What follows belongs to an exercise in optimizing a design on an open flow for small area, a short achievable clock period and few clock cycles per item; a production flow would make more cautious choices. No functional check of the RTL was part of any run shown here. The flow treats the clock pin as an ideal source. Dropping or thinning the clock tree relies on that and would not hold on a real chip. Power is estimated from default activity; no workload was simulated.

$ cat flow/design.v
`timescale 1ns / 1ps
module adder #(parameter J = 5)
             (input wire [7:0] A,
              input wire [6:1] T,
              output wire [J+1:0] S
             );
    wire [2:0] r = {T[4], (T[2] & ~T[4]) | T[6],
                    (T[1] & ~T[2]) | (T[3] & ~T[4]) | (T[5] & ~T[6])};
    assign S = A[J-1:0] + A[J:1] + r;
endmodule
`timescale 1ns / 1ps
`timescale 1ns / 1ps
module cbrt(input [7:0] a,
            output [6:1] t
            );
    assign t[1] = |a;                                               
    assign t[2] = |a[7:3];                                          
    assign t[3] = |a[7:5] | (a[4] & a[3] & (a[2] | (a[1] & a[0])));  
    assign t[4] = a[7] | a[6];                                      
    assign t[5] = a[7] | (&a[6:2] & (a[1] | a[0]));                 
    assign t[6] = a[7] & a[6] & (a[5] | (a[4] & a[3]));             
endmodule
`timescale 1ns / 1ps
module functions(input clk,
                 input rst,
                 input [7:0] a,
                 input [7:0] b,
                 input start,
                 output wire [9:0] out,
                 output wire busy
                );
    localparam J = 4;
    localparam W = 9 - J;
    wire [6:1] t;
    cbrt root(.a(b), .t(t));
    wire [J+1:0] lo;
    adder #(.J(J)) sum(.A(a), .T(t), .S(lo));
    wire [1:0] c = lo[J+1:J];
    wire [W-1:0] v = a[7:J] + a[7:J+1];
    reg         a0_q;
    reg [J-1:0] lo_q;
    reg         sj_q;
    reg         u_q;
    reg [W-1:1] v_q;
    always @(posedge clk)
        if (rst) begin
            a0_q <= 1'b0;
            lo_q <= 0;
            sj_q <= 1'b0;
            u_q  <= 1'b0;
            v_q  <= 0;
        end else if (start) begin
            a0_q <= a[0];
            lo_q <= lo[J-1:0];
            sj_q <= v[0] ^ c[0];
            u_q  <= c[1] | (c[0] & v[0]);
            v_q  <= v[W-1:1];
        end
    reg [W-1:1] hi;
    reg ones;
    integer i;
    always @(*) begin
        ones = u_q;
        for (i = 1; i < W; i = i + 1) begin
            hi[i] = v_q[i] ^ ones;
            ones = ones & v_q[i];
        end
    end
    assign out  = {hi, sj_q, lo_q, a0_q};
    assign busy = 1'b0;
endmodule
$ cat flow/flow/run.sh
#!/bin/bash
# The standard layout (standard.sh), with three changes:
#  - synthesis maps the logic with its own delay-driven ABC script
#    (flow/abc.script) and leaves adders to ABC instead of ORFS's
#    full/half-adder cells;
#  - the port buffers are the smallest buffer instead of the resizer's
#    default pick (a slow delay buffer);
#  - the clock tree is one buffer (flow/post_cts.tcl).
set -euo pipefail
here=$(pwd)
cat flow/abc_wrap.tcl synth_recipe.tcl > own_synth.tcl
export MY_ABC_SCRIPT=$here/flow/abc.script
export MY_ABC_D=1000
bash standard.sh SYNTH_SCRIPT=$here/own_synth.tcl ADDER_MAP_FILE= \
  BUFFER_PORTS_ARGS="-buffer_cell sky130_fd_sc_hd__buf_1" \
  CTS_ARGS="-sink_clustering_enable -repair_clock_nets -dont_use_dummy_load -buf_list sky130_fd_sc_hd__clkbuf_4 -root_buf sky130_fd_sc_hd__clkbuf_4" \
  POST_CTS_TCL=$here/flow/post_cts.tcl \
  finish > orfs_flow.log 2>&1
$ cat flow/flow/abc.script
strash
dch
map -D 1000
topo
stime -c
buffer -c
upsize -c -D 1000
dnsize -c -D 1000
$ cat flow/flow/abc_wrap.tcl
# Runs Yosys's abc with this flow's own ABC script (flow/abc.script) and
# delay target in place of ORFS's; everything else in the synthesis is
# the standard script, which this file is put in front of.
proc abc {args} {
  set i [lsearch -exact $args -script]
  if {$i >= 0} { set args [lreplace $args $i [expr {$i + 1}] -script $::env(MY_ABC_SCRIPT)] }
  set i [lsearch -exact $args -D]
  if {$i >= 0} { set args [lreplace $args $i [expr {$i + 1}]] }
  lappend args -D $::env(MY_ABC_D)
  puts "abc (own script): $args"
  yosys abc {*}$args
}
$ cat flow/flow/post_cts.tcl
# After CTS: the clock tree TritonCTS builds for this small design is a root
# buffer feeding two leaf buffers. Drive every clock sink from the root
# buffer instead and remove the leaf buffers, so the clock port feeds one
# buffer and that buffer feeds all the flip-flops.
set block [ord::get_db_block]
set clk_port_net [$block findNet clk]
set root ""
foreach it [$clk_port_net getITerms] {
  if {[$it isInputSignal] || [[$it getMTerm] getIoType] eq "INPUT"} {
    set root [$it getInst]
  }
}
if {$root eq ""} { error "post_cts: no buffer on the clock port" }
set root_out ""
foreach it [$root getITerms] {
  if {[[$it getMTerm] getIoType] eq "OUTPUT"} { set root_out [$it getNet] }
}
puts "post_cts: root buffer [$root getName] drives [$root_out getName]"
set leaves {}
foreach it [$root_out getITerms] {
  set inst [$it getInst]
  if {$inst eq $root} { continue }
  if {[string match "*clkbuf*" [[$inst getMaster] getName]]} { lappend leaves $inst }
}
foreach leaf $leaves {
  set out ""
  foreach it [$leaf getITerms] {
    if {[[$it getMTerm] getIoType] eq "OUTPUT"} { set out [$it getNet] }
  }
  set sinks {}
  foreach it [$out getITerms] {
    if {[$it getInst] ne $leaf} { lappend sinks $it }
  }
  foreach it $sinks {
    $it disconnect
    $it connect $root_out
  }
  puts "post_cts: removed [$leaf getName], [llength $sinks] sinks moved to [$root_out getName]"
  odb::dbInst_destroy $leaf
  odb::dbNet_destroy $out
}
$ cat flow/standard.sh
#!/bin/bash
# synth_recipe.tcl (not shown) runs the flow's synth.tcl, then flattens the netlist and writes it again
# the make line also repeats each setting of config.mk as NAME=value (left out here)
make -C /OpenROAD-flow-scripts/flow DESIGN_CONFIG=/design/flow/config.mk WORK_HOME=/design/flow/orfs CLKGATE_MAP_FILE= SYNTH_SCRIPT=/design/flow/synth_recipe.tcl "${@:-finish}"
$ cat flow/config.mk
export PLATFORM = sky130hd
export DESIGN_NAME = functions
export DESIGN_NICKNAME = functions
export VERILOG_FILES = /design/flow/design.v
export SDC_FILE = /design/flow/constraint.sdc
export NUM_CORES = 4
export LEC_CHECK = 0
export CAP_MARGIN = 20
export CORE_AREA = 4 4 66 66
export DIE_AREA = 0 0 70 70
export SLEW_MARGIN = 20
$ cat flow/constraint.sdc
create_clock -name core_clock -period 5.5 [get_ports {clk}]
set_input_delay 1.1000 -clock core_clock [delete_from_list [all_inputs] [get_ports {clk}]]
set_output_delay 1.1000 -clock core_clock [all_outputs]
set_load 0.01 [all_outputs]
==> results.py, run 1 <==
metrics = {
    "sta": {
        "final_hold_viol_count": 0,
        "worst_pin_slew_ns": 0.600,
        "rsz0062_at_grt": "false",
        "tns_ns": 0,
        "max_freq_ghz": 0.398,
        "slew_violations": 0,
        "fin_crit_ns": 2.51,
        "finalSetupViolCount": 0,
        "skew_ns": 0,
        "slew_headroom": 0.600,
        "period_share": 0.457,
    },
    "clocking": {
        "clk_pin_slew_ns": 0.11,
        "clk_latency_ns": 0.17,
        "cts_sinks": 11,
    },
    "logic_synthesis": {
        "synth_cells": 138,
        "synthesis.nets": 157,
        "ys_async_sr_fraction": 0,
        "ys_types": 37,
        "seq_area_frac_synth": 0.230,
        "synthFlopType": "dfxtp_1",
        "yosys.area.top_type": "dfxtp_1",
        "synth-edff-count": 0,
        "synth_seq_cells": 11,
        "syn_area_um2": 956,
        "yosysWarnings": 1,
        "yosysTopAreaCellShare": 0.230,
        "avgSynthCellArea_um2": 6.93,
        "synthTopCellsByArea": "dfxtp_1 23%, nand3_1 7.3%, inv_1 6.7%, o21ai_0 6.3%, nand2_1 6.3%",
    },
    "global_routing": {
        "grt_usage": 0.0940,
        "antenna_found_initial": 0,
        "grt_max_degree": 19,
        "grt_overflow_total": 0,
        "grt_pass1_wl_um": 3730,
        "grt_pass1_vias": 881,
    },
    "final_layout": {
        "finalNetCount": 183,
        "drive_gt1_frac": 0.0988,
        "antenna_cells": 0,
        "fin_area_um2": 1100,
        "area_growth_pct": 14.9,
    },
    "die": {
        "initial_core_util": 0.259,
        "die_h_um": 70,
        "io_pins": 30,
        "core_area_um2": 3690,
        "rows": 22,
        "die_w_um": 70,
        "die_area_um2": 4900,
    },
    "detailed_routing": {
        "first_iter_violations": 32,
        "vias": 996,
        "post_drt_wl_per_cell_um": 10.4,
        "wl_um": 2180,
        "first_pass_iters": 4,
        "drcViolationCount": 0,
        "viasPerCell": 4.74,
        "detail-route-antenna-nets": 0,
    },
    "worst_setup_path": {
        "path_cells": "buf_1 -> nand2_1 -> a22oi_1 -> xnor2_1 -> nand3_1 -> o221ai_2 -> nand3_1 -> a31oi_1",
        "crit_type": "primary input to register",
        "crit_path_frequent_cell": "nand3_1",
        "start_kind": "primary input",
        "worstPathArrival_ns": 2.62,
        "worst-path-max-fanout": 5,
        "critPathCaptureType": "register",
        "max_stage_delay_ns": 0.26,
        "r2r_cells": 2,
        "critical_path_required_ns": 5.61,
        "cp_slowest_cell": "buf_1",
    },
    "pwr": {
        "intPower_mw": 0.127,
        "switching_power_mw": 0.0762,
        "p_clk_frac": 0.142,
        "sequentialPowerShare": 0.445,
        "p_per_area_nw_per_um2": 185,
        "swShare": 0.375,
        "power_mw": 0.203,
        "p_leak_nw": 0.432,
        "power_frac_comb": 0.413,
        "ir_drop_uv": 66.7,
    },
    "placement": {
        "placed_cell_area_um2": 1090,
        "hpwlAfterDp_um": 1820,
        "gp_congestion": 0.855,
        "port_buffers": 28,
    },
    "outcome": {
        "status": "finished clean",
    },
    "worst_hold_path": {
        "hold_class": "register to register",
        "hold_depth": 2,
    },
    "flow_run": {
        "drv_cap": 0,
    },
}
power groups by stage:
stage	sequential [mW]	combinational (mW)	clock (mW)
6_report	0.0904	0.0839	0.0288
5_1_grt	0.0916	0.0954	0.0327
3_5_place_dp	0.0922	0.0839	0
3_3_place_gp	0.0920	0.0838	0
2_1_floorplan	0.0930	0.0605	0
final timing paths:
| check | from | to | slack, ns |
|---|---|---|---|
| hold reg to reg | v_q[4]$_SDFFE_PP0P_ | v_q[4]$_SDFFE_PP0P_ | 0.50 |
| setup reg to reg | u_q$_SDFFE_PP0P_ | u_q$_SDFFE_PP0P_ | 4.81 |
| setup / recovery | a[0] | sj_q$_SDFFE_PP0P_ | 2.99 |
| hold / removal | v_q[4]$_SDFFE_PP0P_ | v_q[4]$_SDFFE_PP0P_ | 0.50 |
critical path: cells and delay by family:
family,cells,cell delay (ns)
AO/OA/AOI/OAI,3,0.60
XOR/XNOR,1,0.22
buffers and inverters,1,0.26
AND/OR/NAND/NOR,3,0.43
final cells by class:
cell class	count	area, um2
fillers	421	2590
flip-flops and latches	11	220
well taps	48	60.1
multi-input cells	104	638
repair buffers	28	105
inverters	18	67.6
clock buffers	1	7.51
synth_stat cells (all sizes together), types with 2 or more instances:
cell / instances
a211oi: 2
o21ai: 16
a22oi: 2
o221ai: 2
xor2: 5
buf: 3
xnor2: 4
a21oi: 7
a21o: 2
nor3: 2
clkbuf: 2
inv: 18
nand4: 3
nand2: 18
nor2: 12
nand3: 14
dfxtp: 11
a31oi: 5
placed cells by master (no fill, tap or decap), types with 2 or more instances in the layout:
cell	Yosys	routed
a21o_1	2	2
xnor2_1	4	4
nor2_2	2	2
nand3_1	14	14
a31oi_1	4	4
o21ai_1	2	2
nor2_1	10	10
nand2_2	2	2
nand4_1	3	3
a21oi_1	7	7
xor2_1	5	5
nand2_1	16	16
o21ai_0	12	12
nor3_1	2	2
inv_1	17	17
buf_1	0	28
a211oi_1	2	2
dfxtp_1	11	11
registers in the layout, summed over array words and instances (netlist names):
register and flops:
lo_q 4, v_q 4, u_q 1, a0_q 1, sj_q 1
layer usage:
layer,track usage,vias up,wire (um)
li1,-,529,-
met1,0.133,428,1110
met2,0.153,37,902
met3,0.0101,2,145
met4,0.0191,0,21
met5,0,-,0
cell families after synthesis:
logic type      Yosys count  share of synthesized area
flops                    11                      0.230
compound gates           43                      0.331
buf+inv                  23                      0.102
xor+xnor                  9                     0.0825
other cells               1                    0.00392
simple gates             51                      0.250
per-stage QoR:
| step | std cells | utilization | setup slack, ns | hold slack, ns |
|---|---|---|---|---|
| 5_1_grt | 210 | 0.298 | 2.80 | 0.530 |
| 6_report | 210 | 0.298 | 2.99 | 0.498 |
| 3_5_place_dp | 209 | 0.296 | 2.82 | 0.486 |
| 2_1_floorplan | 138 | - | 3.22 | 0.455 |
| 3_3_place_gp | 209 | 0.296 | 2.83 | 0.484 |
==> run 2, diff against run 1 <==
--- a/flow/design.v
+++ b/flow/design.v
@@ -31,3 +31,3 @@
                 );
-    localparam J = 4;
+    localparam J = 3;
     localparam W = 9 - J;
--- a/flow/config.mk
+++ b/flow/config.mk
@@ -10,2 +10,4 @@
 export DIE_AREA = 0 0 70 70
+export SETUP_SLACK_MARGIN = 3.2
 export SLEW_MARGIN = 20
+export TNS_END_PERCENT = 10
==> results.py, run 2 <==
metrics = {
    "outcome": {
        "status": "finished clean",
    },
    "worst_setup_path": {
        "critPathCaptureType": "output port",
        "crit_type": "register to output port",
        "reg2reg_setup_slack_ns": 4.70,
        "r2r_end": "u_q$_SDFFE_PP0P_",
        "worstPathArrival_ns": 1.18,
        "critical_path_required_ns": 4.40,
        "start_kind": "register",
        "r2r_cells": 3,
        "reg2reg_from": "u_q$_SDFFE_PP0P_",
        "worst-path-max-fanout": 3,
    },
    "final_layout": {
        "fin_util": 0.321,
        "drive_gt1_frac": 0.307,
        "mostFrequentLayoutCells": "19 x buf_1, 15 x nand2_1, 14 x nor2_1, 14 x o21ai_0, 10 x inv_1",
        "multi_input_area_um2": 683,
        "antenna_cells": 0,
        "fin_area_um2": 1180,
        "largest_reg_flops": 5,
        "largestRegisters": "v_q (5), lo_q (3)",
        "filler_cell_count": 419,
        "final_common_cell": "buf_1",
        "largest-register": "v_q",
        "finalNetCount": 184,
        "area_growth_pct": 31.8,
        "regArea_um2": 223,
    },
    "sta": {
        "tns_ns": 0,
        "skew_ns": 0,
        "fin_crit_ns": 2.28,
        "rsz0062_at_grt": "true",
        "period_share": 0.414,
        "slew_violations": 0,
        "max_freq_ghz": 0.439,
        "slew_headroom": 0.487,
        "final_hold_viol_count": 0,
        "finalSetupViolCount": 0,
        "worst_pin_slew_ns": 0.769,
    },
    "logic_synthesis": {
        "ys_types": 34,
        "synthesis.nets": 153,
        "syn_area_um2": 898,
        "synthTopCellsByArea": "dfxtp_1 25%, nand2_1 8.4%, o21ai_0 8.4%, nor2_1 5.8%, inv_1 5.4%",
        "yosysWarnings": 1,
        "synth-edff-count": 0,
        "yosys.area.top_type": "dfxtp_1",
        "synth_common_cells": "20 x nand2_1, 15 x o21ai_0, 14 x nor2_1, 13 x inv_1, 11 x dfxtp_1",
        "synth_seq_cells": 11,
        "seq_area_frac_synth": 0.245,
        "synthFlopType": "dfxtp_1",
        "ys_async_sr_fraction": 0,
        "synth_cells": 134,
        "synth.most_common_cell": "nand2_1",
        "avgSynthCellArea_um2": 6.70,
        "yosysTopAreaCellShare": 0.245,
    },
    "worst_hold_path": {
        "hold_end": "lo_q[0]$_SDFFE_PP0P_",
        "hold_class": "register to register",
        "hold_start": "lo_q[0]$_SDFFE_PP0P_",
        "hold_depth": 2,
    },
    "flow_run": {
        "drv_cap": 0,
    },
    "die": {
        "core_area_um2": 3690,
        "rows": 22,
        "io_pins": 30,
        "die_area_um2": 4900,
        "initial_core_util": 0.244,
        "die_h_um": 70,
        "die_w_um": 70,
    },
    "global_routing": {
        "antenna_found_initial": 0,
        "grt_pass1_wl_um": 3470,
        "grt_max_degree": 23,
        "grt_pass1_vias": 842,
        "grt_usage": 0.0878,
        "grt_overflow_total": 0,
    },
    "placement": {
        "hpwlAfterDp_um": 1620,
        "port_buffers": 28,
        "placed_cell_area_um2": 1030,
        "gp_congestion": 0.781,
    },
    "detailed_routing": {
        "detail-route-antenna-nets": 0,
        "vias": 957,
        "viasPerCell": 4.54,
        "first_iter_violations": 65,
        "drcViolationCount": 0,
        "first_pass_iters": 5,
        "wl_um": 2140,
        "post_drt_wl_per_cell_um": 10.1,
    },
    "clocking": {
        "clk_pin_slew_ns": 0.11,
        "clk_latency_ns": 0.17,
        "cts_sinks": 11,
    },
    "pwr": {
        "sequentialPowerShare": 0.437,
        "intPower_mw": 0.131,
        "swShare": 0.371,
        "power_mw": 0.209,
        "power_frac_comb": 0.425,
        "p_per_area_nw_per_um2": 176,
        "p_clk_frac": 0.138,
        "switching_power_mw": 0.0774,
        "ir_drop_uv": 62.6,
        "p_leak_nw": 0.508,
    },
}
-- run 2: changes by cell type after synthesis, moves of 2 or more --
cell / change
nand3_1: -6
inv_1: -4
nand4_1: -3
nand2_2: +2
o21ai_0: +3
a21oi_1: +2
nand2_1: +4
a211oi_1: -2
nor2_1: +4
-- run 2: routing by layer --
| layer | global-route usage | share of wire | vias up |
|---|---|---|---|
| li1 | - | - | 508 |
| met1 | 0.124 | 0.46 | 413 |
| met2 | 0.147 | 0.46 | 34 |
| met3 | 0.00432 | 0.075 | 2 |
| met4 | 0.0191 | 0.0098 | 0 |
| met5 | 0 | 0 | - |
-- run 2: area by class of cell --
| type | count | share of cell area |
|---|---|---|
| timing repair buffer | 34 | 0.136 |
| clock buffer | 1 | 0.00634 |
| inverter | 13 | 0.0412 |
| multi-input combinational | 104 | 0.577 |
| sequential | 11 | 0.188 |
| tap | 48 | 0.0507 |
-- run 2: worst max-delay path by stage --
| stage | startpoint | endpoint | slack (ns) | depth (start not counted) |
|---|---|---|---|---|
| finish | v_q[1]$_SDFFE_PP0P_ | out[9] | 3.22 | 7 |
| global placement | b[6] | sj_q$_SDFFE_PP0P_ | 2.97 | 12 |
| detailed placement | b[6] | u_q$_SDFFE_PP0P_ | 2.97 | 12 |
| floorplan | b[3] | u_q$_SDFFE_PP0P_ | 3.25 | 8 |
| global route | b[4] | sj_q$_SDFFE_PP0P_ | 3.13 | 10 |
-- run 2: through the flow --
step | cells | hold slack, ns | setup slack (ns)
after global routing | 211 | 0.591 | 3.13
after floorplan | 134 | 0.492 | 3.25
after global placement | 204 | 0.507 | 2.97
final | 211 | 0.553 | 3.22
after detailed placement | 204 | 0.528 | 2.97
-- run 2: power by group through the flow --
stage	Clock, mW	Combinational [mW]	Sequential [mW]
2_1_floorplan	0	0.0552	0.0929
3_3_place_gp	0	0.0746	0.0923
3_5_place_dp	0	0.0752	0.0927
5_1_grt	0.0321	0.100	0.0925
6_report	0.0288	0.0886	0.0912
-- run 2: logic make-up after synthesis --
family / count (synthesis) / synth area share
simple gates: 56 / 0.302
compound gates: 39 / 0.277
buf+inv: 19 / 0.0933
flops: 11 / 0.245
xor+xnor: 8 / 0.0780
other cells: 1 / 0.00417
-- run 2: critical path, stage by stage (launching register included) --
cell and delay (ns):
dfxtp_2 0.35, nand2_2 0.05, inv_2 0.05, nand2_2 0.05, inv_2 0.06, and3_4 0.17
xor2_1 0.13, buf_2 0.14
==> run 3, diff against run 2 <==
==> flow/design.v (replaced) <==
`timescale 1ns / 1ps
module adder(input wire [8:0] P,
             input wire [6:1] T,
             output wire [4:0] LO,
             output wire C5
            );
    function carry_out(input [4:0] x, input integer j, input [6:1] t);
        integer m;
        reg c;
        begin
            c = (x >= (1 << j));
            for (m = 1; m <= 6; m = m + 1)
                c = c | (t[m] & (x >= (1 << j) - m));
            carry_out = c;
        end
    endfunction
    wire [2:0] r = {T[4], (T[2] & ~T[4]) | T[6],
                    (T[1] & ~T[2]) | (T[3] & ~T[4]) | (T[5] & ~T[6])};
    wire [3:0] low = P[2:0] + r;
    assign LO[2:0] = low[2:0];
    assign LO[3]   = P[3] ^ carry_out({2'b00, P[2:0]}, 3, T);
    assign LO[4]   = P[4] ^ carry_out({1'b0, P[3:0]}, 4, T);
    assign C5      = carry_out(P[4:0], 5, T);
endmodule
`timescale 1ns / 1ps
`timescale 1ns / 1ps
module cbrt(input [7:0] a,
            output [6:1] t
            );
    assign t[1] = |a;                                               
    assign t[2] = |a[7:3];                                          
    assign t[3] = |a[7:5] | (a[4] & a[3] & (a[2] | (a[1] & a[0])));  
    assign t[4] = a[7] | a[6];                                      
    assign t[5] = a[7] | (&a[6:2] & (a[1] | a[0]));                 
    assign t[6] = a[7] & a[6] & (a[5] | (a[4] & a[3]));             
endmodule
`timescale 1ns / 1ps
module functions(input clk,
                 input rst,
                 input [7:0] a,
                 input [7:0] b,
                 input start,
                 output wire [9:0] out,
                 output wire busy
                );
    wire [6:1] t;
    cbrt root(.a(b), .t(t));
    wire [8:0] p = a + a[7:1];
    wire [4:0] lo;
    wire c5;
    adder sum(.P(p), .T(t), .LO(lo), .C5(c5));
    reg       a0_q;
    reg [4:0] lo_q;
    reg       c_q;
    reg [8:5] p_q;
    always @(posedge clk)
        if (rst) begin
            a0_q <= 1'b0;
            lo_q <= 5'd0;
            c_q  <= 1'b0;
            p_q  <= 4'd0;
        end else if (start) begin
            a0_q <= a[0];
            lo_q <= lo;
            c_q  <= c5;
            p_q  <= p[8:5];
        end
    reg [8:5] hi;
    reg ones;
    integer i;
    always @(*) begin
        ones = c_q;
        for (i = 5; i <= 8; i = i + 1) begin
            hi[i] = p_q[i] ^ ones;
            ones = ones & p_q[i];
        end
    end
    assign out  = {hi, lo_q, a0_q};
    assign busy = 1'b0;
endmodule
--- a/flow/config.mk
+++ b/flow/config.mk
@@ -10,4 +10,2 @@
 export DIE_AREA = 0 0 70 70
-export SETUP_SLACK_MARGIN = 3.2
 export SLEW_MARGIN = 20
-export TNS_END_PERCENT = 10
==> results.py, run 3 <==
metrics = {
    "final_layout": {
        "largest_reg_flops": 5,
        "regArea_um2": 220,
        "antenna_cells": 0,
        "largest-register": "lo_q",
        "fin_util": 0.311,
        "drive_gt1_frac": 0.0749,
        "filler_cell_count": 429,
        "mostFrequentLayoutCells": "28 x nand2_1, 28 x buf_1, 26 x nor2_1, 19 x inv_1, 12 x a21oi_1",
        "multi_input_area_um2": 674,
        "area_growth_pct": 15.5,
        "finalNetCount": 208,
        "largestRegisters": "lo_q (5), p_q (4)",
    },
    "worst_setup_path": {
        "r2r_end": "lo_q[3]$_SDFFE_PP0P_",
        "reg2reg_setup_slack_ns": 4.77,
        "worst-path-max-fanout": 6,
        "max_stage_delay_ns": 0.28,
        "critPathCaptureType": "register",
        "start_kind": "primary input",
        "path_delay_family": "compound AO/OA/AOI/OAI gates",
        "reg2reg_from": "lo_q[3]$_SDFFE_PP0P_",
        "r2r_cells": 2,
        "critical_path_required_ns": 5.61,
        "path_cells": "buf_1 -> nand2_1 -> nand2_2 -> o22ai_2 -> inv_2 -> o21ai_2 -> a32oi_1 -> nand4_2 -> nand3_1 -> a31oi_1",
        "cp_slowest_cell": "o22ai_2",
        "crit_type": "primary input to register",
        "worstPathArrival_ns": 2.42,
        "cp.buffers_inverters": 2,
    },
    "global_routing": {
        "antenna_found_initial": 0,
        "grt_max_degree": 17,
        "grtUsageMet3": 0.0187,
        "grtUsageMet2": 0.130,
        "busiest_layer": "met1",
        "grt_pass1_wl_um": 3680,
        "grt_usage": 0.0943,
        "grt_overflow_total": 0,
        "use_met1": 0.148,
        "grt_pass1_vias": 847,
    },
    "clocking": {
        "cts_sinks": 11,
        "clk_latency_ns": 0.17,
        "clk_pin_slew_ns": 0.11,
    },
    "placement": {
        "hpwlAfterDp_um": 1880,
        "port_buffers": 28,
        "gp_congestion": 0.739,
    },
    "logic_synthesis": {
        "synth.most_common_cell": "nand2_1",
        "yosysWarnings": 2,
        "yosysTopAreaCellShare": 0.222,
        "synth-edff-count": 0,
        "synthFlopType": "dfxtp_1",
        "synthTopCellsByArea": "dfxtp_1 22%, nand2_1 11%, nor2_1 9.8%, inv_1 7.2%, a21oi_1 6.1%",
        "synthesis.nets": 180,
        "yosys.area.top_type": "dfxtp_1",
        "synth_common_cells": "28 x nand2_1, 26 x nor2_1, 19 x inv_1, 12 x a21oi_1",
        "syn_area_um2": 992,
        "seq_area_frac_synth": 0.222,
        "ys_types": 36,
        "synth_cells": 161,
        "synth_seq_cells": 11,
        "avgSynthCellArea_um2": 6.16,
        "ys_async_sr_fraction": 0,
    },
    "detailed_routing": {
        "post_drt_wl_per_cell_um": 9.31,
        "vias": 1024,
        "viasPerCell": 4.36,
        "first_pass_iters": 4,
        "first_iter_violations": 121,
        "wl_um": 2190,
        "drcViolationCount": 0,
        "detail-route-antenna-nets": 0,
    },
    "pwr": {
        "ir_drop_uv": 71.8,
        "p_leak_nw": 0.502,
        "p_per_area_nw_per_um2": 184,
    },
    "worst_hold_path": {
        "hold_end": "p_q[7]$_SDFFE_PP0P_",
        "hold_class": "register to register",
        "hold_start": "p_q[7]$_SDFFE_PP0P_",
        "hold_depth": 2,
    },
    "die": {
        "core_area_um2": 3690,
        "rows": 22,
        "io_pins": 30,
        "die_h_um": 70,
        "initial_core_util": 0.269,
        "die_w_um": 70,
        "die_area_um2": 4900,
    },
    "sta": {
        "rsz0062_at_grt": "false",
        "slew_violations": 0,
        "finalSetupViolCount": 0,
        "skew_ns": 0,
        "worst_pin_slew_ns": 0.547,
        "tns_ns": 0,
        "max_freq_ghz": 0.432,
        "fin_crit_ns": 2.32,
        "slew_headroom": 0.635,
        "final_hold_viol_count": 0,
        "period_share": 0.421,
    },
    "outcome": {
        "status": "finished clean",
    },
    "flow_run": {
        "drv_cap": 0,
    },
}
## run 3: changes by cell type in the layout (fill, tap and decap cells not counted), moves of 3 or more
cell / before / now
nor2_1: 14 / 26
nand3_2: 4 / 0
clkbuf_2: 6 / 0
nand2_2: 9 / 2
buf_4: 6 / 0
nand2_1: 15 / 28
inv_1: 10 / 19
a21oi_1: 9 / 12
buf_1: 19 / 28
o21ai_0: 14 / 11
buf_2: 3 / 0
## run 3: logic make-up (layout without fill, tap and decap cells)
family | count (synthesis) | after routing | share of synthesized area
AO/OA/AOI/OAI | 39 | 39 | 0.236
XOR/XNOR | 10 | 10 | 0.0958
buffers and inverters | 24 | 50 | 0.0984
flip-flops | 11 | 11 | 0.222
other | 1 | 1 | 0.00378
AND/OR/NAND/NOR | 76 | 76 | 0.344
## run 3: worst min-delay path: stages, from the launching register on
cell     delay, ns
dfxtp_1       0.35
nand2_1       0.07
a21oi_1       0.05
## run 3: worst max path at each step
| stage | from | end | slack (ns) | depth (start not counted) |
|---|---|---|---|---|
| detailed placement | a[2] | lo_q[4]$_SDFFE_PP0P_ | 2.99 | 10 |
| global placement | a[2] | lo_q[3]$_SDFFE_PP0P_ | 2.98 | 9 |
| finish | a[2] | lo_q[4]$_SDFFE_PP0P_ | 3.18 | 10 |
| floorplan | b[6] | lo_q[2]$_SDFFE_PP0P_ | 3.33 | 7 |
| global route | a[2] | lo_q[4]$_SDFFE_PP0P_ | 2.99 | 10 |
## run 3: area by class of cell
class | count | share of cell area
Tap cell | 48 | 0.0524
Timing Repair Buffer | 28 | 0.0917
Sequential cell | 11 | 0.192
Multi-Input combinational cell | 126 | 0.588
Inverter | 21 | 0.0688
Clock buffer | 1 | 0.00655
## run 3: stage by stage
stage	instance area [um2]	setup WS, ns	hold WS (ns)	total power, mW	cells
final	1150	3.18	0.501	0.210	235
after global routing	1150	2.99	0.528	0.228	235
after detailed placement	1140	2.99	0.483	0.184	234
after global placement	1140	2.98	0.483	0.184	234
after floorplan	992	3.33	0.463	0.161	161
## run 3: metal layers
layer	wire (um)	up-vias
li1	-	584
met4	18	0
met2	822	26
met1	1220	412
met3	125	2
met5	0	-
## run 3: power breakdown
| group | switching [mW] | internal [mW] | total (mW) |
|---|---|---|---|
| Clock | 0.0199 | 0.00875 | 0.0287 |
| Sequential | 0.00410 | 0.0870 | 0.0911 |
| Combinational | 0.0567 | 0.0339 | 0.0906 |
| Total | 0.0807 | 0.130 | 0.210 |
==> run 4, diff against run 3 <==
--- a/flow/flow/run.sh
+++ b/flow/flow/run.sh
@@ -12,3 +12,3 @@
 export MY_ABC_SCRIPT=$here/flow/abc.script
-export MY_ABC_D=1000
+export MY_ABC_D=1500
 bash standard.sh SYNTH_SCRIPT=$here/own_synth.tcl ADDER_MAP_FILE= \
==> flow/flow/abc.script (replaced) <==
strash
dch
map -D 1500
topo
stime -c
buffer -c
upsize -c -D 1500
dnsize -c -D 1500
--- a/flow/config.mk
+++ b/flow/config.mk
@@ -10,2 +10,4 @@
 export DIE_AREA = 0 0 70 70
+export SETUP_SLACK_MARGIN = 3.2
 export SLEW_MARGIN = 20
+export TNS_END_PERCENT = 10
==> results.py, run 4 <==
metrics = {
    "die": {
        "core_area_um2": 3690,
        "die_h_um": 70,
        "io_pins": 30,
        "die_area_um2": 4900,
        "initial_core_util": 0.238,
        "die_w_um": 70,
        "rows": 22,
    },
    "pwr": {
        "power_frac_comb": 0.451,
        "ir_drop_uv": 70.6,
        "switching_power_mw": 0.0807,
        "p_per_area_nw_per_um2": 178,
        "p_leak_nw": 0.530,
        "power_mw": 0.218,
        "sequentialPowerShare": 0.421,
        "intPower_mw": 0.137,
        "p_clk_frac": 0.127,
        "swShare": 0.370,
    },
    "worst_setup_path": {
        "start_kind": "primary input",
        "critPathCaptureType": "register",
        "critical_path_required_ns": 5.55,
        "reg2reg_setup_slack_ns": 4.81,
        "critPathLaunch": "b[7]",
        "r2r_end": "lo_q[3]$_SDFFE_PP0P_",
        "worst-path-max-fanout": 3,
        "reg2reg_from": "lo_q[3]$_SDFFE_PP0P_",
        "crit_type": "primary input to register",
        "worstPathArrival_ns": 2.43,
        "r2r_cells": 2,
    },
    "detailed_routing": {
        "viasPerCell": 4.48,
        "vias": 995,
        "post_drt_wl_per_cell_um": 9.73,
        "drcViolationCount": 0,
        "first_iter_violations": 85,
        "wl_um": 2160,
        "first_pass_iters": 6,
        "detail-route-antenna-nets": 0,
    },
    "final_layout": {
        "antenna_cells": 0,
        "largest-register": "lo_q",
        "area_growth_pct": 39.9,
        "largest_reg_flops": 5,
        "fin_area_um2": 1230,
        "mostFrequentLayoutCells": "23 x nor2_1, 23 x buf_1, 14 x nand2_1, 14 x inv_1, 12 x a21oi_1",
        "finalNetCount": 195,
        "drive_gt1_frac": 0.218,
        "largestRegisters": "lo_q (5), p_q (4)",
    },
    "logic_synthesis": {
        "synth_cells": 143,
        "seq_area_frac_synth": 0.251,
        "synth_common_cells": "25 x nor2_1, 23 x nand2_1, 19 x inv_1, 16 x o21ai_0, 13 x a21oi_1",
        "syn_area_um2": 878,
        "yosys.area.top_type": "dfxtp_1",
        "synth.most_common_cell": "nor2_1",
        "ys_async_sr_fraction": 0,
        "synth-edff-count": 0,
        "synth_seq_cells": 11,
        "yosysWarnings": 2,
        "synthFlopType": "dfxtp_1",
        "synthesis.nets": 162,
        "yosysTopAreaCellShare": 0.251,
        "synthTopCellsByArea": "dfxtp_1 25%, nor2_1 11%, nand2_1 9.8%, o21ai_0 9.1%, inv_1 8.1%",
        "ys_types": 22,
        "avgSynthCellArea_um2": 6.14,
    },
    "sta": {
        "max_freq_ghz": 0.420,
        "skew_ns": 0,
        "period_share": 0.433,
        "finalSetupViolCount": 0,
        "slew_headroom": 0.617,
        "slew_violations": 0,
        "tns_ns": 0,
        "final_hold_viol_count": 0,
        "fin_crit_ns": 2.38,
        "rsz0062_at_grt": "true",
        "worst_pin_slew_ns": 0.575,
    },
    "placement": {
        "port_buffers": 28,
        "placed_cell_area_um2": 1050,
        "gp_congestion": 0.869,
        "hpwlAfterDp_um": 1710,
    },
    "outcome": {
        "status": "finished clean",
    },
    "clocking": {
        "clk_latency_ns": 0.16,
        "clk_pin_slew_ns": 0.11,
        "cts_sinks": 11,
    },
    "global_routing": {
        "grt_pass1_wl_um": 3350,
        "antenna_found_initial": 0,
        "grt_max_degree": 18,
        "grt_pass1_vias": 803,
        "grt_overflow_total": 0,
        "grt_usage": 0.0850,
    },
    "worst_hold_path": {
        "hold_depth": 2,
        "hold_end": "c_q$_SDFFE_PP0P_",
        "hold_start": "c_q$_SDFFE_PP0P_",
        "hold_class": "register to register",
    },
    "flow_run": {
        "drv_cap": 0,
    },
}
-- run 4: cell count changes after synthesis, moves of 3 or more --
cell	change
xnor2_1	+3
a31oi_1	-4
o21ai_0	+5
nand3_1	-5
nand2_1	-5
-- run 4: logic make-up after synthesis --
family / share of synthesized area
other: 0.00427
AO/OA/AOI/OAI: 0.228
buffers and inverters: 0.103
flip-flops: 0.251
XOR/XNOR: 0.130
AND/OR/NAND/NOR: 0.285
-- run 4: worst max-delay path by stage --
stage,end,cells past startpoint
floorplan,lo_q[4]$_SDFFE_PP0P_,11
detailed placement,lo_q[4]$_SDFFE_PP0P_,13
global route,lo_q[4]$_SDFFE_PP0P_,13
finish,lo_q[4]$_SDFFE_PP0P_,10
global placement,lo_q[4]$_SDFFE_PP0P_,13
-- run 4: critical path, stage by stage --
cell and delay [ns]:
buf_1 0.08, inv_2 0.10, nand2_4 0.07, buf_4 0.14
o311ai_1 0.32, o2111ai_2 0.17, nor2_1 0.16, nor2_1 0.08
xor2_1 0.13, a21oi_1 0.07
-- run 4: power groups by stage --
stage / sequential (mW) / combinational (mW) / clock [mW]
2_1_floorplan: 0.0949 / 0.0565 / 0
3_3_place_gp: 0.0936 / 0.0803 / 0
3_5_place_dp: 0.0938 / 0.0806 / 0
5_1_grt: 0.0927 / 0.110 / 0.0324
6_report: 0.0919 / 0.0984 / 0.0278
-- run 4: cell type report --
type	count	area [um2]
fill	424	2460
multi-input combinational	110	684
sequential	11	220
timing repair buffer	33	183
inverter	19	73.8
tap	48	60.1
clock buffer	1	7.51
-- run 4: routing by layer --
metal,GRT usage,vias up,routed length [um]
li1,-,529,-
met1,0.122,443,996
met2,0.130,21,1010
met3,0.0115,2,127
met4,0.0255,0,27
met5,0,-,0
-- run 4: stage by stage --
step	instances	util	hold slack, ns	setup WS [ns]
floorplan	143	-	0.451	3.13
global placement	216	0.284	0.475	2.73
detailed placement	216	0.284	0.485	2.75
global route	222	0.333	0.526	3.02
finish	222	0.333	0.501	3.12
==> run 5, diff against run 4 <==
==> flow/design.v (replaced) <==
`timescale 1ns / 1ps
module adder #(parameter J = 5)
             (input wire [7:0] A,
              input wire [6:1] T,
              output wire [J+1:0] S
             );
    wire [2:0] r = {T[4], (T[2] & ~T[4]) | T[6],
                    (T[1] & ~T[2]) | (T[3] & ~T[4]) | (T[5] & ~T[6])};
    assign S = A[J-1:0] + A[J:1] + r;
endmodule
`timescale 1ns / 1ps
`timescale 1ns / 1ps
module cbrt(input [7:0] a,
            output [6:1] t
            );
    assign t[1] = |a;                                               
    assign t[2] = |a[7:3];                                          
    assign t[3] = |a[7:5] | (a[4] & a[3] & (a[2] | (a[1] & a[0])));  
    assign t[4] = a[7] | a[6];                                      
    assign t[5] = a[7] | (&a[6:2] & (a[1] | a[0]));                 
    assign t[6] = a[7] & a[6] & (a[5] | (a[4] & a[3]));             
endmodule
`timescale 1ns / 1ps
module functions(input clk,
                 input rst,
                 input [7:0] a,
                 input [7:0] b,
                 input start,
                 output wire [9:0] out,
                 output wire busy
                );
    function [2:0] enc_hi(input [2:0] x);
        case (x)
            3'b000: enc_hi = 3'd0;
            3'b001: enc_hi = 3'd3;
            3'b010: enc_hi = 3'd5;
            3'b011: enc_hi = 3'd2;
            3'b100: enc_hi = 3'd6;
            3'b101: enc_hi = 3'd7;
            3'b110: enc_hi = 3'd1;
            3'b111: enc_hi = 3'd4;
        endcase
    endfunction
    function [3:0] hi_of(input [2:0] e, input [1:0] c);
        case ({e, c})
            5'b00000: hi_of = 4'd0;
            5'b00001: hi_of = 4'd1;
            5'b00010: hi_of = 4'd2;
            5'b00011: hi_of = 4'd0;
            5'b01100: hi_of = 4'd1;
            5'b01101: hi_of = 4'd2;
            5'b01110: hi_of = 4'd3;
            5'b01111: hi_of = 4'd1;
            5'b10100: hi_of = 4'd3;
            5'b10101: hi_of = 4'd4;
            5'b10110: hi_of = 4'd5;
            5'b10111: hi_of = 4'd3;
            5'b01000: hi_of = 4'd4;
            5'b01001: hi_of = 4'd5;
            5'b01010: hi_of = 4'd6;
            5'b01011: hi_of = 4'd4;
            5'b11000: hi_of = 4'd6;
            5'b11001: hi_of = 4'd7;
            5'b11010: hi_of = 4'd8;
            5'b11011: hi_of = 4'd6;
            5'b11100: hi_of = 4'd7;
            5'b11101: hi_of = 4'd8;
            5'b11110: hi_of = 4'd9;
            5'b11111: hi_of = 4'd7;
            5'b00100: hi_of = 4'd9;
            5'b00101: hi_of = 4'd10;
            5'b00110: hi_of = 4'd11;
            5'b00111: hi_of = 4'd9;
            5'b10000: hi_of = 4'd10;
            5'b10001: hi_of = 4'd11;
            5'b10010: hi_of = 4'd12;
            5'b10011: hi_of = 4'd10;
            default: hi_of = 4'd0;
        endcase
    endfunction
    wire [6:1] t;
    cbrt root(.a(b), .t(t));
    wire [6:0] lo;
    adder #(.J(5)) sum(.A(a), .T(t), .S(lo));
    reg       a0_q;
    reg [4:0] lo_q;
    reg [1:0] c_q;
    reg [2:0] e_q;
    always @(posedge clk)
        if (rst) begin
            a0_q <= 1'b0;
            lo_q <= 5'd0;
            c_q  <= 2'd0;
            e_q  <= 3'd0;
        end else if (start) begin
            a0_q <= a[0];
            lo_q <= lo[4:0];
            c_q  <= lo[6:5];
            e_q  <= enc_hi(a[7:5]);
        end
    assign out  = {hi_of(e_q, c_q), lo_q, a0_q};
    assign busy = 1'b0;
endmodule
--- a/flow/flow/run.sh
+++ b/flow/flow/run.sh
@@ -12,3 +12,3 @@
 export MY_ABC_SCRIPT=$here/flow/abc.script
-export MY_ABC_D=1500
+export MY_ABC_D=1000
 bash standard.sh SYNTH_SCRIPT=$here/own_synth.tcl ADDER_MAP_FILE= \
==> flow/flow/abc.script (replaced) <==
strash
dch
map -D 1000
topo
stime -c
buffer -c
upsize -c -D 1000
dnsize -c -D 1000
==> results.py, run 5 <==
metrics = {
    "final_layout": {
        "largest_reg_flops": 5,
        "mostFrequentLayoutCells": "26 x buf_1, 21 x nand2_1, 15 x nor2_1, 11 x o21ai_0",
        "largest-register": "lo_q",
        "largestRegisters": "lo_q (5), e_q (3), c_q (2)",
        "drive_gt1_frac": 0.195,
        "final_common_cell": "buf_1",
        "antenna_cells": 0,
        "final_cell_count_no_fill": 212,
        "finalNetCount": 185,
        "area_growth_pct": 23.5,
        "filler_cell_count": 414,
    },
    "worst_setup_path": {
        "worstPathArrival_ns": 1.19,
        "crit_path_frequent_cell": "inv_2",
        "critPathCaptureType": "output port",
        "cp_slowest_cell": "dfxtp_2",
        "reg2reg_setup_slack_ns": 4.72,
        "worst-path-max-fanout": 3,
        "cp.buffers_inverters": 3,
        "critical_path_required_ns": 4.40,
        "max_stage_delay_ns": 0.34,
        "path_delay_family": "flip-flops",
        "path_cells": "inv_2 -> nand2_2 -> nor2_4 -> nor2_2 -> inv_2 -> nand3_2 -> a21boi_2 -> buf_2",
        "crit_type": "register to output port",
        "start_kind": "register",
    },
    "global_routing": {
        "grt_pass1_vias": 856,
        "grt_pass1_wl_um": 3580,
        "grt_max_degree": 18,
        "grt_overflow_total": 0,
        "antenna_found_initial": 0,
        "grt_usage": 0.0936,
    },
    "pwr": {
        "p_leak_nw": 0.439,
        "power_mw": 0.202,
        "swShare": 0.366,
        "intPower_mw": 0.128,
        "p_per_area_nw_per_um2": 183,
        "p_clk_frac": 0.143,
        "ir_drop_uv": 59.7,
        "sequentialPowerShare": 0.455,
        "switching_power_mw": 0.0738,
        "power_frac_comb": 0.402,
    },
    "logic_synthesis": {
        "yosysTopAreaCellShare": 0.246,
        "yosysWarnings": 1,
        "synth-edff-count": 0,
        "syn_area_um2": 893,
        "synth_common_cells": "22 x nand2_1, 17 x nor2_1, 12 x inv_1, 11 x dfxtp_1, 11 x o21ai_0",
        "ys_async_sr_fraction": 0,
        "synthTopCellsByArea": "dfxtp_1 25%, nand2_1 9.2%, nor2_1 7.1%, o21ai_0 6.2%, inv_1 5.0%",
        "yosys.area.top_type": "dfxtp_1",
        "synthFlopType": "dfxtp_1",
        "synth.most_common_cell": "nand2_1",
        "synth_seq_cells": 11,
        "avgSynthCellArea_um2": 6.67,
        "synth_cells": 134,
        "seq_area_frac_synth": 0.246,
        "synthesis.nets": 153,
        "ys_types": 34,
    },
    "placement": {
        "place_inst": 207,
        "hpwlAfterDp_um": 1660,
        "port_buffers": 28,
        "gp_congestion": 0.746,
    },
    "detailed_routing": {
        "post_drt_wl_per_cell_um": 9.63,
        "drcViolationCount": 0,
        "viasPerCell": 4.40,
        "detail-route-antenna-nets": 0,
        "vias": 933,
        "wl_um": 2040,
        "first_pass_iters": 6,
        "first_iter_violations": 67,
    },
    "die": {
        "core_area_um2": 3690,
        "die_w_um": 70,
        "die_h_um": 70,
        "io_pins": 30,
        "initial_core_util": 0.242,
        "rows": 22,
        "die_area_um2": 4900,
    },
    "worst_hold_path": {
        "hold_class": "register to register",
    },
    "clocking": {
        "clk_pin_slew_ns": 0.11,
        "cts_sinks": 11,
        "clk_latency_ns": 0.17,
    },
    "sta": {
        "finalSetupViolCount": 0,
        "slew_violations": 0,
        "tns_ns": 0,
        "skew_ns": 0,
        "slew_headroom": 0.624,
        "hold_slack_ns": 0.486,
        "period_share": 0.417,
        "rsz0062_at_grt": "true",
        "fin_crit_ns": 2.29,
        "max_freq_ghz": 0.436,
        "final_hold_viol_count": 0,
        "worst_pin_slew_ns": 0.564,
    },
    "flow_run": {
        "drv_cap": 0,
    },
    "outcome": {
        "status": "finished clean",
    },
}
[run 5: cell count changes after synthesis, sizes merged, moves of 3 or more]
cell,previous run,this run
nand4,0,3
xnor2,7,4
a21boi,0,3
xor2,6,3
inv,19,14
a21oi,13,7
a31oi,0,6
nor3,4,1
nor2,25,18
nand3,2,10
[run 5: worst min-delay path, cell delays in order, from the launching register on]
cell and delay (ns):
dfxtp_2 0.34, nand2_1 0.06, a21oi_1 0.06
[run 5: power by group through the flow]
stage	sequential, mW	clock, mW	combinational (mW)
2_1_floorplan	0.0940	0	0.0551
3_3_place_gp	0.0930	0	0.0761
3_5_place_dp	0.0931	0	0.0768
5_1_grt	0.0928	0.0338	0.0925
6_report	0.0917	0.0288	0.0810
[run 5: logic make-up after synthesis]
family / synth area share
simple gates: 0.325
compound gates: 0.267
xor+xnor: 0.0686
flops: 0.246
other cells: 0.00420
buf+inv: 0.0882
[run 5: cell type report]
type	count	area [um2]	share of cell area
tap	48	60.1	0.0544
multi-input combinational	106	619	0.561
timing repair buffer	32	138	0.125
clock buffer	1	7.51	0.00680
inverter	14	52.6	0.0476
sequential	11	226	0.205
[run 5: per-layer routing]
metal	global-route usage	vias up	wire, um
met1	0.126	384	997
li1	-	514	-
met5	0	-	0
met3	0.0144	2	154
met2	0.148	33	848
met4	0.0383	0	40
[run 5: worst paths after layout]
check,from,end,cells past startpoint
worst max-delay path,c_q[1]$_SDFFE_PP0P_,out[8],8
worst min-delay path,c_q[1]$_SDFFE_PP0P_,c_q[1]$_SDFFE_PP0P_,2
worst max register to register,e_q[2]$_SDFFE_PP0P_,e_q[2]$_SDFFE_PP0P_,2
worst min register to register,c_q[1]$_SDFFE_PP0P_,c_q[1]$_SDFFE_PP0P_,2
[run 5: through the flow]
step	instance area [um2]	worst slack, ns	utilization
floorplan	893	3.31	-
global placement	1030	3.05	0.280
global route	1100	3.12	0.299
finish	1100	3.21	0.299
detailed placement	1030	3.03	0.280
==> run 6, diff against run 5 <==
--- a/flow/config.mk
+++ b/flow/config.mk
@@ -10,4 +10,2 @@
 export DIE_AREA = 0 0 70 70
-export SETUP_SLACK_MARGIN = 3.2
 export SLEW_MARGIN = 20
-export TNS_END_PERCENT = 10
==> results.py, run 6 <==
metrics = {
    "logic_synthesis": {
        "synthesis.nets": 153,
        "ys_types": 34,
        "synth_cells": 134,
        "avgSynthCellArea_um2": 6.67,
        "synth_seq_cells": 11,
        "yosysTopAreaCellShare": 0.246,
        "synth.most_common_cell": "nand2_1",
        "synthTopCellsByArea": "dfxtp_1 25%, nand2_1 9.2%, nor2_1 7.1%, o21ai_0 6.2%, inv_1 5.0%",
        "synth-edff-count": 0,
        "synthFlopType": "dfxtp_1",
        "yosys.area.top_type": "dfxtp_1",
        "yosysWarnings": 1,
        "synth_common_cells": "22 x nand2_1, 17 x nor2_1, 12 x inv_1, 11 x dfxtp_1, 11 x o21ai_0",
        "ys_async_sr_fraction": 0,
        "syn_area_um2": 893,
        "seq_area_frac_synth": 0.246,
    },
    "final_layout": {
        "drive_gt1_frac": 0.0813,
        "largest-register": "lo_q",
        "fin_area_um2": 1040,
        "finalNetCount": 181,
        "area_growth_pct": 16.4,
        "filler_cell_count": 421,
        "largest_reg_flops": 5,
        "fin_util": 0.282,
        "mostFrequentLayoutCells": "28 x buf_1, 22 x nand2_1, 17 x nor2_1, 12 x inv_1",
        "antenna_cells": 0,
        "final_common_cell": "buf_1",
        "largestRegisters": "lo_q (5), e_q (3), c_q (2)",
    },
    "worst_setup_path": {
        "cp_slowest_cell": "dfxtp_1",
        "reg2reg_from": "e_q[2]$_SDFFE_PP0P_",
        "worstPathArrival_ns": 1.35,
        "r2r_end": "e_q[2]$_SDFFE_PP0P_",
        "worst-path-max-fanout": 3,
        "critPathCaptureType": "output port",
        "path_delay_family": "flip-flops",
        "critical_path_required_ns": 4.40,
        "cp.buffers_inverters": 3,
        "path_cells": "inv_1 -> nand2_1 -> nor2_1 -> nor2_1 -> inv_1 -> nand3_1 -> a21boi_0 -> buf_1",
        "r2r_cells": 2,
        "max_stage_delay_ns": 0.35,
        "crit_type": "register to output port",
        "start_kind": "register",
        "reg2reg_setup_slack_ns": 4.74,
    },
    "placement": {
        "gp_congestion": 0.746,
        "pre_cts_ws_ns": 3.03,
        "hpwlAfterDp_um": 1660,
        "placed_cell_area_um2": 1030,
        "port_buffers": 28,
    },
    "outcome": {
        "status": "finished clean",
    },
    "sta": {
        "worst_pin_slew_ns": 0.574,
        "period_share": 0.446,
        "skew_ns": 0,
        "layout_setup_ws_ns": 3.05,
        "slew_violations": 0,
        "final_hold_viol_count": 0,
        "finalSetupViolCount": 0,
        "max_freq_ghz": 0.408,
        "tns_ns": 0,
        "slew_headroom": 0.617,
        "fin_crit_ns": 2.45,
        "rsz0062_at_grt": "false",
    },
    "detailed_routing": {
        "post_drt_wl_per_cell_um": 9.49,
        "first_pass_iters": 4,
        "vias": 915,
        "wl_um": 1970,
        "drcViolationCount": 0,
        "viasPerCell": 4.40,
        "first_iter_violations": 82,
        "detail-route-antenna-nets": 0,
    },
    "global_routing": {
        "antenna_found_initial": 0,
        "grt_pass1_wl_um": 3530,
        "grt_pass1_vias": 851,
        "grt_usage": 0.0913,
        "grt_max_degree": 18,
        "grt_overflow_total": 0,
    },
    "clocking": {
        "clk_latency_ns": 0.17,
        "clk_pin_slew_ns": 0.11,
        "cts_sinks": 11,
    },
    "die": {
        "initial_core_util": 0.242,
        "die_h_um": 70,
        "die_w_um": 70,
        "die_area_um2": 4900,
        "io_pins": 30,
        "rows": 22,
        "core_area_um2": 3690,
    },
    "pwr": {
        "ir_drop_uv": 59.9,
        "power_mw": 0.196,
        "p_leak_nw": 0.411,
        "p_per_area_nw_per_um2": 189,
    },
    "worst_hold_path": {
        "hold_depth": 2,
        "hold_start": "c_q[1]$_SDFFE_PP0P_",
        "hold_end": "c_q[1]$_SDFFE_PP0P_",
        "hold_class": "register to register",
    },
    "flow_run": {
        "drv_cap": 0,
    },
}
[run 6: area by class of cell]
| cell class | count | area (um2) | area share |
|---|---|---|---|
| tap | 48 | 60.1 | 0.0578 |
| sequential | 11 | 220 | 0.212 |
| clock buffer | 1 | 7.51 | 0.00722 |
| inverter | 14 | 52.6 | 0.0505 |
| timing repair buffer | 28 | 105 | 0.101 |
| multi-input combinational | 106 | 594 | 0.572 |
[run 6: per-layer routing]
metal  GRT usage  routed length (um)  vias up
met5           0                   0        -
met4      0.0383                  40        0
met3      0.0144                 143        2
met2       0.144                 791       35
met1       0.123                 998      374
li1            -                   -      504
[run 6: cells by family (layout without fill, tap and decap cells)]
logic type                Yosys count  count (layout)  synth area share
DFF                                11              11             0.246
AOI/OAI and AO/OA                  37              37             0.267
xor gates and xnor gates            7               7            0.0686
buffers and inverters              17              43            0.0882
other                               1               1           0.00420
and+or+nand+nor                    61              61             0.325
[run 6: per-stage QoR]
stage          instances  hold slack (ns)
2_1_floorplan        134            0.438
3_3_place_gp         207            0.467
3_5_place_dp         207            0.465
5_1_grt              208            0.521
6_report             208            0.484
[run 6: worst register-to-register path, stage by stage (launching register included)]
cell and delay (ns):
dfxtp_1 0.45, o21ai_0 0.12, a21oi_1 0.12
[run 6: how the worst max path moves through the flow]
| stage | slack, ns | start | endpoint | cells after the start |
|---|---|---|---|---|
| detailed placement | 3.03 | b[7] | lo_q[4]$_SDFFE_PP0P_ | 9 |
| global route | 2.88 | e_q[0]$_SDFFE_PP0P_ | out[8] | 7 |
| floorplan | 3.31 | b[7] | lo_q[4]$_SDFFE_PP0P_ | 8 |
| finish | 3.05 | c_q[1]$_SDFFE_PP0P_ | out[8] | 8 |
| global placement | 3.05 | b[7] | lo_q[4]$_SDFFE_PP0P_ | 9 |
[run 6: report_power, final]
group / switching (mW) / total (mW) / leakage (nW) / internal, mW
Clock: 0.0203 / 0.0290 / 0.00460 / 0.00875
Combinational: 0.0464 / 0.0759 / 0.315 / 0.0295
Sequential: 0.00478 / 0.0913 / 0.0911 / 0.0865
==> run 7, diff against run 6 <==
==> flow/design.v (replaced) <==
`timescale 1ns / 1ps
module adder #(parameter J = 5)
             (input wire [7:0] A,
              input wire [6:1] T,
              output wire [J+1:0] S
             );
    wire [2:0] r = {T[4], (T[2] & ~T[4]) | T[6],
                    (T[1] & ~T[2]) | (T[3] & ~T[4]) | (T[5] & ~T[6])};
    assign S = A[J-1:0] + A[J:1] + r;
endmodule
`timescale 1ns / 1ps
`timescale 1ns / 1ps
module cbrt(input [7:0] a,
            output [6:1] t
            );
    assign t[1] = |a;                                               
    assign t[2] = |a[7:3];                                          
    assign t[3] = |a[7:5] | (a[4] & a[3] & (a[2] | (a[1] & a[0])));  
    assign t[4] = a[7] | a[6];                                      
    assign t[5] = a[7] | (&a[6:2] & (a[1] | a[0]));                 
    assign t[6] = a[7] & a[6] & (a[5] | (a[4] & a[3]));             
endmodule
`timescale 1ns / 1ps
module functions(input clk,
                 input rst,
                 input [7:0] a,
                 input [7:0] b,
                 input start,
                 output wire [9:0] out,
                 output wire busy
                );
    localparam J = 5;
    wire [6:1] t;
    cbrt root(.a(b), .t(t));
    wire [J+1:0] lo;
    adder #(.J(J)) sum(.A(a), .T(t), .S(lo));
    reg       a0_q;
    reg [J-1:0] lo_q;
    reg [1:0] c_q;
    reg [7:J] ahi_q;
    always @(posedge clk)
        if (rst) begin
            a0_q  <= 1'b0;
            lo_q  <= 0;
            c_q   <= 2'd0;
            ahi_q <= 0;
        end else if (start) begin
            a0_q  <= a[0];
            lo_q  <= lo[J-1:0];
            c_q   <= lo[J+1:J];
            ahi_q <= a[7:J];
        end
    wire [8-J:0] hi;
    upper hi_of(.ahi(ahi_q), .c(c_q), .s(hi));
    assign out  = {hi, lo_q, a0_q};
    assign busy = 1'b0;
endmodule
module upper(input [7:5] ahi,
             input [1:0] c,
             output [3:0] s
            );
    assign s = ahi + ahi[7:6] + c;
endmodule
--- a/flow/flow/run.sh
+++ b/flow/flow/run.sh
@@ -1,6 +1,7 @@
 #!/bin/bash
-# The standard layout (standard.sh), with three changes:
-#  - synthesis maps the logic with its own delay-driven ABC script
-#    (flow/abc.script) and leaves adders to ABC instead of ORFS's
-#    full/half-adder cells;
+# The standard layout (standard.sh), with these changes:
+#  - synthesis maps the logic with its own delay-driven ABC scripts
+#    (flow/abc_wrap.tcl) and leaves adders to ABC instead of ORFS's
+#    full/half-adder cells; the logic between the registers and the
+#    outputs (module upper) is kept apart and mapped for speed;
 #  - the port buffers are the smallest buffer instead of the resizer's
@@ -13,3 +14,7 @@
 export MY_ABC_D=1000
+export MY_FAST_SCRIPT=$here/flow/abc_fast.script
+export MY_FAST_D=100
+export MY_FAST_MODULES="upper"
 bash standard.sh SYNTH_SCRIPT=$here/own_synth.tcl ADDER_MAP_FILE= \
+  SYNTH_KEEP_MODULES="$MY_FAST_MODULES" \
   BUFFER_PORTS_ARGS="-buffer_cell sky130_fd_sc_hd__buf_1" \
==> flow/flow/abc_fast.script (new file) <==
strash
dch
map -D 100
topo
stime -c
buffer -c
upsize -c -D 100
dnsize -c -D 100
==> flow/flow/abc_wrap.tcl (replaced) <==
# Runs Yosys's abc with this flow's own ABC scripts in place of ORFS's.
# The modules named in MY_FAST_MODULES (kept whole by SYNTH_KEEP_MODULES)
# lie between the registers and the outputs; they are mapped first, for
# speed (flow/abc_fast.script). The rest is then mapped with
# flow/abc.script. Everything else in the synthesis is the standard
# script, which this file is put in front of.
proc abc {args} {
  set i [lsearch -exact $args -script]
  if {$i >= 0} { set args [lreplace $args $i [expr {$i + 1}]] }
  set i [lsearch -exact $args -D]
  if {$i >= 0} { set args [lreplace $args $i [expr {$i + 1}]] }
  foreach m $::env(MY_FAST_MODULES) {
    puts "abc (own fast script) on $m"
    yosys abc -script $::env(MY_FAST_SCRIPT) {*}$args -D $::env(MY_FAST_D) $m
  }
  puts "abc (own script): $args"
  yosys abc -script $::env(MY_ABC_SCRIPT) {*}$args -D $::env(MY_ABC_D)
}
--- a/flow/config.mk
+++ b/flow/config.mk
@@ -10,2 +10,4 @@
 export DIE_AREA = 0 0 70 70
+export SETUP_SLACK_MARGIN = 3.2
 export SLEW_MARGIN = 20
+export TNS_END_PERCENT = 10
==> results.py, run 7 <==
metrics = {
    "sta": {
        "tns_ns": 0,
        "hold_slack_ns": 0.541,
        "slew_violations": 0,
        "fin_crit_ns": 2.25,
        "slew_headroom": 0.579,
        "skew_ns": 0,
        "max_freq_ghz": 0.444,
        "finalSetupViolCount": 0,
        "rsz0062_at_grt": "true",
        "worst_pin_slew_ns": 0.631,
        "period_share": 0.410,
        "final_hold_viol_count": 0,
    },
    "outcome": {
        "status": "finished clean",
    },
    "logic_synthesis": {
        "synth_top_family_by_area": "simple AND/OR/NAND/NOR gates",
        "synthesis.nets": 167,
        "yosysWarnings": 1,
        "muxShareOfSynthArea": 0,
        "ys_types": 36,
        "syn_area_um2": 938,
        "synth-edff-count": 0,
        "synth_common_cells": "30 x nand2_1, 19 x nor2_1, 18 x inv_1, 11 x dfxtp_1, 11 x nand3_1",
        "synthTopCellsByArea": "dfxtp_1 23%, nand2_1 12%, nor2_1 7.6%, inv_1 7.2%, nand3_1 5.9%",
        "synthFlopType": "dfxtp_1",
        "synth.most_common_cell": "nand2_1",
        "synthAdderAreaFrac": 0,
        "seq_area_frac_synth": 0.235,
        "synth_seq_cells": 11,
        "synth_compound_area_frac": 0.267,
        "synth_cells": 148,
        "ys_async_sr_fraction": 0,
        "yosys.area.top_type": "dfxtp_1",
        "yosysTopAreaCellShare": 0.235,
        "synthSimpleGateAreaFrac": 0.369,
        "synthXorXnorAreaFrac": 0.0280,
        "avgSynthCellArea_um2": 6.34,
    },
    "global_routing": {
        "grt_max_degree": 19,
        "grt_usage": 0.0889,
        "use_met1": 0.145,
        "grt_pass1_vias": 836,
        "grtUsageMet2": 0.114,
        "busiest_layer": "met1",
        "antenna_found_initial": 0,
        "grt_overflow_total": 0,
        "grtUsageMet3": 0.00576,
        "grt_pass1_wl_um": 3480,
    },
    "clocking": {
        "clk_pin_slew_ns": 0.10,
        "cts_sinks": 11,
        "clk_latency_ns": 0.16,
    },
    "final_layout": {
        "fin_area_um2": 1190,
        "antenna_cells": 0,
        "largest-register": "lo_q",
        "final_common_cell": "nand2_1",
        "mostFrequentLayoutCells": "26 x nand2_1, 23 x buf_1, 17 x inv_1, 15 x nor2_1, 11 x nand3_1",
        "largestRegisters": "lo_q (5), ahi_q (3), c_q (2)",
        "drive_gt1_frac": 0.225,
        "final_cell_count_no_fill": 226,
        "area_growth_pct": 26.9,
        "finalNetCount": 199,
        "largest_reg_flops": 5,
    },
    "detailed_routing": {
        "first_iter_violations": 93,
        "vias": 992,
        "viasPerCell": 4.39,
        "first_pass_iters": 4,
        "post_drt_wl_per_cell_um": 9.13,
        "drcViolationCount": 0,
        "detail-route-antenna-nets": 0,
        "wl_um": 2060,
    },
    "worst_setup_path": {
        "start_kind": "register",
        "path_delay_family": "flip-flops",
        "crit_type": "register to output port",
        "path_cells": "o21a_1 -> o21bai_1 -> nand4_1 -> nand2_1 -> buf_2",
        "worstPathArrival_ns": 1.15,
        "critPathCaptureType": "output port",
        "cp.buffers_inverters": 1,
        "cp_slowest_cell": "dfxtp_4",
        "critical_path_required_ns": 4.40,
        "worst-path-max-fanout": 6,
        "max_stage_delay_ns": 0.38,
    },
    "placement": {
        "hpwlAfterDp_um": 1680,
        "place_inst": 220,
        "port_buffers": 28,
        "placed_cell_area_um2": 1080,
        "gp_congestion": 0.722,
    },
    "pwr": {
        "p_per_area_nw_per_um2": 176,
        "ir_drop_uv": 66.2,
        "p_leak_nw": 0.518,
    },
    "worst_hold_path": {
        "hold_class": "register to register",
    },
    "die": {
        "core_area_um2": 3690,
        "rows": 22,
        "initial_core_util": 0.254,
        "die_w_um": 70,
        "die_h_um": 70,
        "io_pins": 30,
        "die_area_um2": 4900,
    },
    "flow_run": {
        "drv_cap": 0,
    },
}
-- run 7: cell count changes after synthesis, moves of 3 or more --
cell	previous run	this run
inv_1	12	18
nand2_1	22	30
nand3_1	8	11
xnor2_1	4	1
-- run 7: layout make-up --
class                   instances  area [um2]
multi-input cells             115         681
flip-flops and latches         11         226
inverters                      18        67.6
fillers                       430        2500
repair buffers                 33         149
well taps                      48        60.1
clock buffers                   1        7.51
-- run 7: logic make-up after synthesis --
kind of cell | Yosys count
and+or+nand+nor | 74
AOI/OAI and AO/OA | 37
other | 1
buffers and inverters | 22
xor gates and xnor gates | 3
DFF | 11
-- run 7: stage by stage --
stage / setup WS [ns] / power (mW) / util
3_3_place_gp: 3.07 / 0.173 / 0.293
3_5_place_dp: 3.04 / 0.174 / 0.293
2_1_floorplan: 3.32 / 0.153 / -
5_1_grt: 3.17 / 0.228 / 0.323
6_report: 3.25 / 0.210 / 0.323
-- run 7: worst min-delay path: cells and delay by family (launching register included) --
kind            cells  cell delay (ns)
compound gates      2             0.18
flops               1             0.32
-- run 7: modules after synthesis, one instance, submodules excluded --
| module | cell area [um2] | cells |
|---|---|---|
| functions | 806 | 122 |
| upper | 133 | 26 |
-- run 7: layer usage --
| metal | wire [um] | vias up | share of wire |
|---|---|---|---|
| met2 | 780 | 32 | 0.38 |
| met3 | 107 | 4 | 0.052 |
| met4 | 53 | 0 | 0.026 |
| met1 | 1120 | 404 | 0.54 |
| met5 | 0 | - | 0 |
| li1 | - | 552 | - |
-- run 7: path summary, 6_finish.rpt --
kind	startpoint	end	slack [ns]	cells after the start
worst max-delay path	ahi_q[6]$_SDFFE_PP0P_	out[8]	3.25	5
worst min-delay path	lo_q[2]$_SDFFE_PP0P_	lo_q[2]$_SDFFE_PP0P_	0.54	2
worst max register to register	c_q[1]$_SDFFE_PP0P_	c_q[1]$_SDFFE_PP0P_	4.78	3
worst min register to register	lo_q[2]$_SDFFE_PP0P_	lo_q[2]$_SDFFE_PP0P_	0.54	2
-- run 7: where the power goes --
part | internal (mW) | switching [mW]
Sequential | 0.0863 | 0.00476
Clock | 0.00874 | 0.0186
Combinational | 0.0376 | 0.0540
Total | 0.133 | 0.0774

[re-timing with driven ports]
No port has a modelled driver above. Below, the same layouts with a new extraction and two added sets of constraints. Step 1 (the two cells are an assumption about what drives the block):
set clk [get_ports {clk}]
set_driving_cell -lib_cell sky130_fd_sc_hd__clkbuf_16 $clk
set_driving_cell -lib_cell sky130_fd_sc_hd__buf_2 [delete_from_list [all_inputs] $clk]
Step 2, shift: input delay + t, output delay - t, t = (earliest + latest rising clock arrival at the registers) / 2. This alone moves slack from input paths to output paths. Slacks: no drivers / after step 1 / after step 2; pairs: no drivers / after step 1.
| run | t (ns) | slack for setup (ns) | worst data-port slew with drivers (ns) |
|---|---|---|---|
| run 1 | 0.189 | 2.988 / 2.984 / 2.796 | 0.03 |
| run 2 | 0.188 | 3.223 / 3.204 / 3.056 | 0.03 |
| run 3 | 0.189 | 3.184 / 3.184 / 2.995 | 0.03 |
| run 4 | 0.185 | 3.118 / 3.087 / 2.901 | 0.06 |
| run 5 | 0.192 | 3.209 / 3.186 / 3.044 | 0.03 |
| run 6 | 0.193 | 3.047 / 3.024 / 3.031 | 0.03 |
| run 7 | 0.184 | 3.247 / 3.226 / 3.084 | 0.03 |
After both steps setup and hold are still met in every run listed. For run 4, which loses most, drivers alone change the setup slack by -0.031 ns; drivers and shift together by -0.217 ns.
